Context: an optimization exercise on an open-source flow, tuned for small area and a short achievable clock period. The choices shown serve that exercise and are no tape-out recipe.
In this exercise RTL edits were held to simulation tests only and were not proved equivalent to the original.
The clock port is modelled as an ideal driver; clocking choices that lean on that would not hold on a real chip.

Setup of the baseline:
// CPU_Top
module CPU_Top #(
    parameter ADDR_WIDTH = 32,
    parameter DAT_WIDTH = 32
) (
    input   clk,
    input   rst_n,
    output  [ADDR_WIDTH - 1 : 0]    im_PC_o,
    output  [ADDR_WIDTH - 1 : 0]    im_next_PC_o,
    input   [ADDR_WIDTH - 1 : 0]    im_wdata_i,
    output  [4 : 0]                 rs1_o,
    output  [4 : 0]                 rs2_o,
    output  [4 : 0]                 rd_o,
    output  [ADDR_WIDTH - 1 : 0]    ALU_o,
    output  [ADDR_WIDTH - 1 : 0]    memory_data_o,
    output  [ADDR_WIDTH - 1 : 0]    store_data_o
);
For scale: roughly 210 I/O pins, ~130000 µm² of cells after synthesis.
clock: 20.0 ns
lec_check: 0
abc_clock_period_in_ps: 3000
cap_margin: 20
core_margin: 2
core_utilization: 65
place_density: 0.72
slew_margin: 20
synth_hierarchical: 1
synth_minimum_keep_size: 0
standard.sh (not shown) runs the stock make flow with config.mk's settings and CLKGATE_MAP_FILE= SYNTH_SCRIPT=/design/flow/synth_recipe.tcl, a recipe that flattens the netlist after the stock synthesis.
==> flow/flow/run.sh <==
#!/bin/bash
# Layout flow: the standard synthesis unchanged, then the ORFS stages
# with these changes:
# - combinational cells set to their smallest size before floorplanning
#   (flow/downsize.tcl); repair_design and the sizing below grow them back
#   where timing needs it;
# - a lighter clock tree (no dummy loads, larger sink clusters);
# - ORFS's setup repair left at its default margin, and instead a greedy
#   sizing of the worst paths (flow/gsize.tcl) after CTS and after global
#   routing (flow/post_cts.tcl, flow/post_grt.tcl).
# Each stage's output goes to its own log file here; ORFS's own logs stay
# under orfs/logs.
set -euo pipefail
export FLOW_FLOW_DIR=$PWD/flow
export FLOW_GS_ITER=${FLOW_GS_ITER:-800}
bash standard.sh synth > log_1_synth.txt 2>&1
EXTRA=(
  MATCH_CELL_FOOTPRINT=0
  "PRE_FLOORPLAN_TCL=$PWD/flow/downsize.tcl"
  "POST_CTS_TCL=$PWD/flow/post_cts.tcl"
  "POST_GLOBAL_ROUTE_TCL=$PWD/flow/post_grt.tcl"
  "BUFFER_PORTS_ARGS=-buffer_cell sky130_fd_sc_hd__buf_4"
  "CTS_ARGS=-sink_clustering_enable -repair_clock_nets -dont_use_dummy_load -sink_clustering_size 25 -sink_clustering_max_diameter 100"
)
STAGES=${FLOW_STAGES:-floorplan place cts route finish}
n=2
for s in $STAGES; do
  bash standard.sh "${EXTRA[@]}" $s > log_${n}_$s.txt 2>&1
  n=$((n+1))
done
==> flow/flow/post_cts.tcl <==
# Hook after CTS (POST_CTS_TCL): greedy sizing of the worst setup paths
# (flow/gsize.tcl) on placement parasitics, repair of the slew and
# capacitance limits the larger cells may have broken, then re-legalize.
source $::env(FLOW_FLOW_DIR)/gsize.tcl
set ::gs_est_mode -placement
set_propagated_clock [all_clocks]
estimate_parasitics -placement
puts "post_cts: worst slack before sizing [sta::worst_slack -max]"
gs_run 300 0.10 0.0 1200
repair_design_helper
detailed_placement
check_placement -verbose
estimate_parasitics -placement
puts "post_cts: worst slack after sizing [sta::worst_slack -max]"
==> flow/flow/post_grt.tcl <==
# Hook after global routing (POST_GLOBAL_ROUTE_TCL): greedy sizing of the
# worst setup paths (flow/gsize.tcl) on global-route parasitics, repair of
# the slew and capacitance limits, then re-legalize and re-route the
# changed nets.
source $::env(FLOW_FLOW_DIR)/gsize.tcl
set ::gs_est_mode -global_routing
set_propagated_clock [all_clocks]
global_route -start_incremental
estimate_parasitics -global_routing
puts "post_grt: worst slack before sizing [sta::worst_slack -max]"
gs_run 100 0.05 0.0 400
repair_design_helper
detailed_placement
global_route -end_incremental -congestion_report_file $::env(REPORTS_DIR)/congestion_post_gsize.rpt
check_placement -verbose
estimate_parasitics -global_routing
puts "post_grt: worst slack after sizing [sta::worst_slack -max]"
report_check_types -max_slew -max_capacitance -violators
write_guides $::env(RESULTS_DIR)/route.guide
Other scripts of this flow, unchanged in this note and not shown: flow/flow/downsize.tcl, flow/flow/gsize.tcl
The log for the baseline ends in clock tree synthesis with error EST-0104, so the run never completed.
[inputs] the candidate vs the baseline
--- a/flow/flow/post_cts.tcl
+++ b/flow/flow/post_cts.tcl
@@ -9,0 +10 @@
+estimate_parasitics $::gs_est_mode
--- a/flow/flow/post_grt.tcl
+++ b/flow/flow/post_grt.tcl
@@ -11,0 +12 @@
+estimate_parasitics $::gs_est_mode
Notes after the runs:
The candidate | ERROR | global routing
Looking at the baseline and the candidate, the total number of placement rows is a wash.
Compared with the baseline, in the candidate number of buffers added on ports roughly the same; area of placed instances about even; synthesized area ~0 delta; initial core utilization now sits at about the same level.
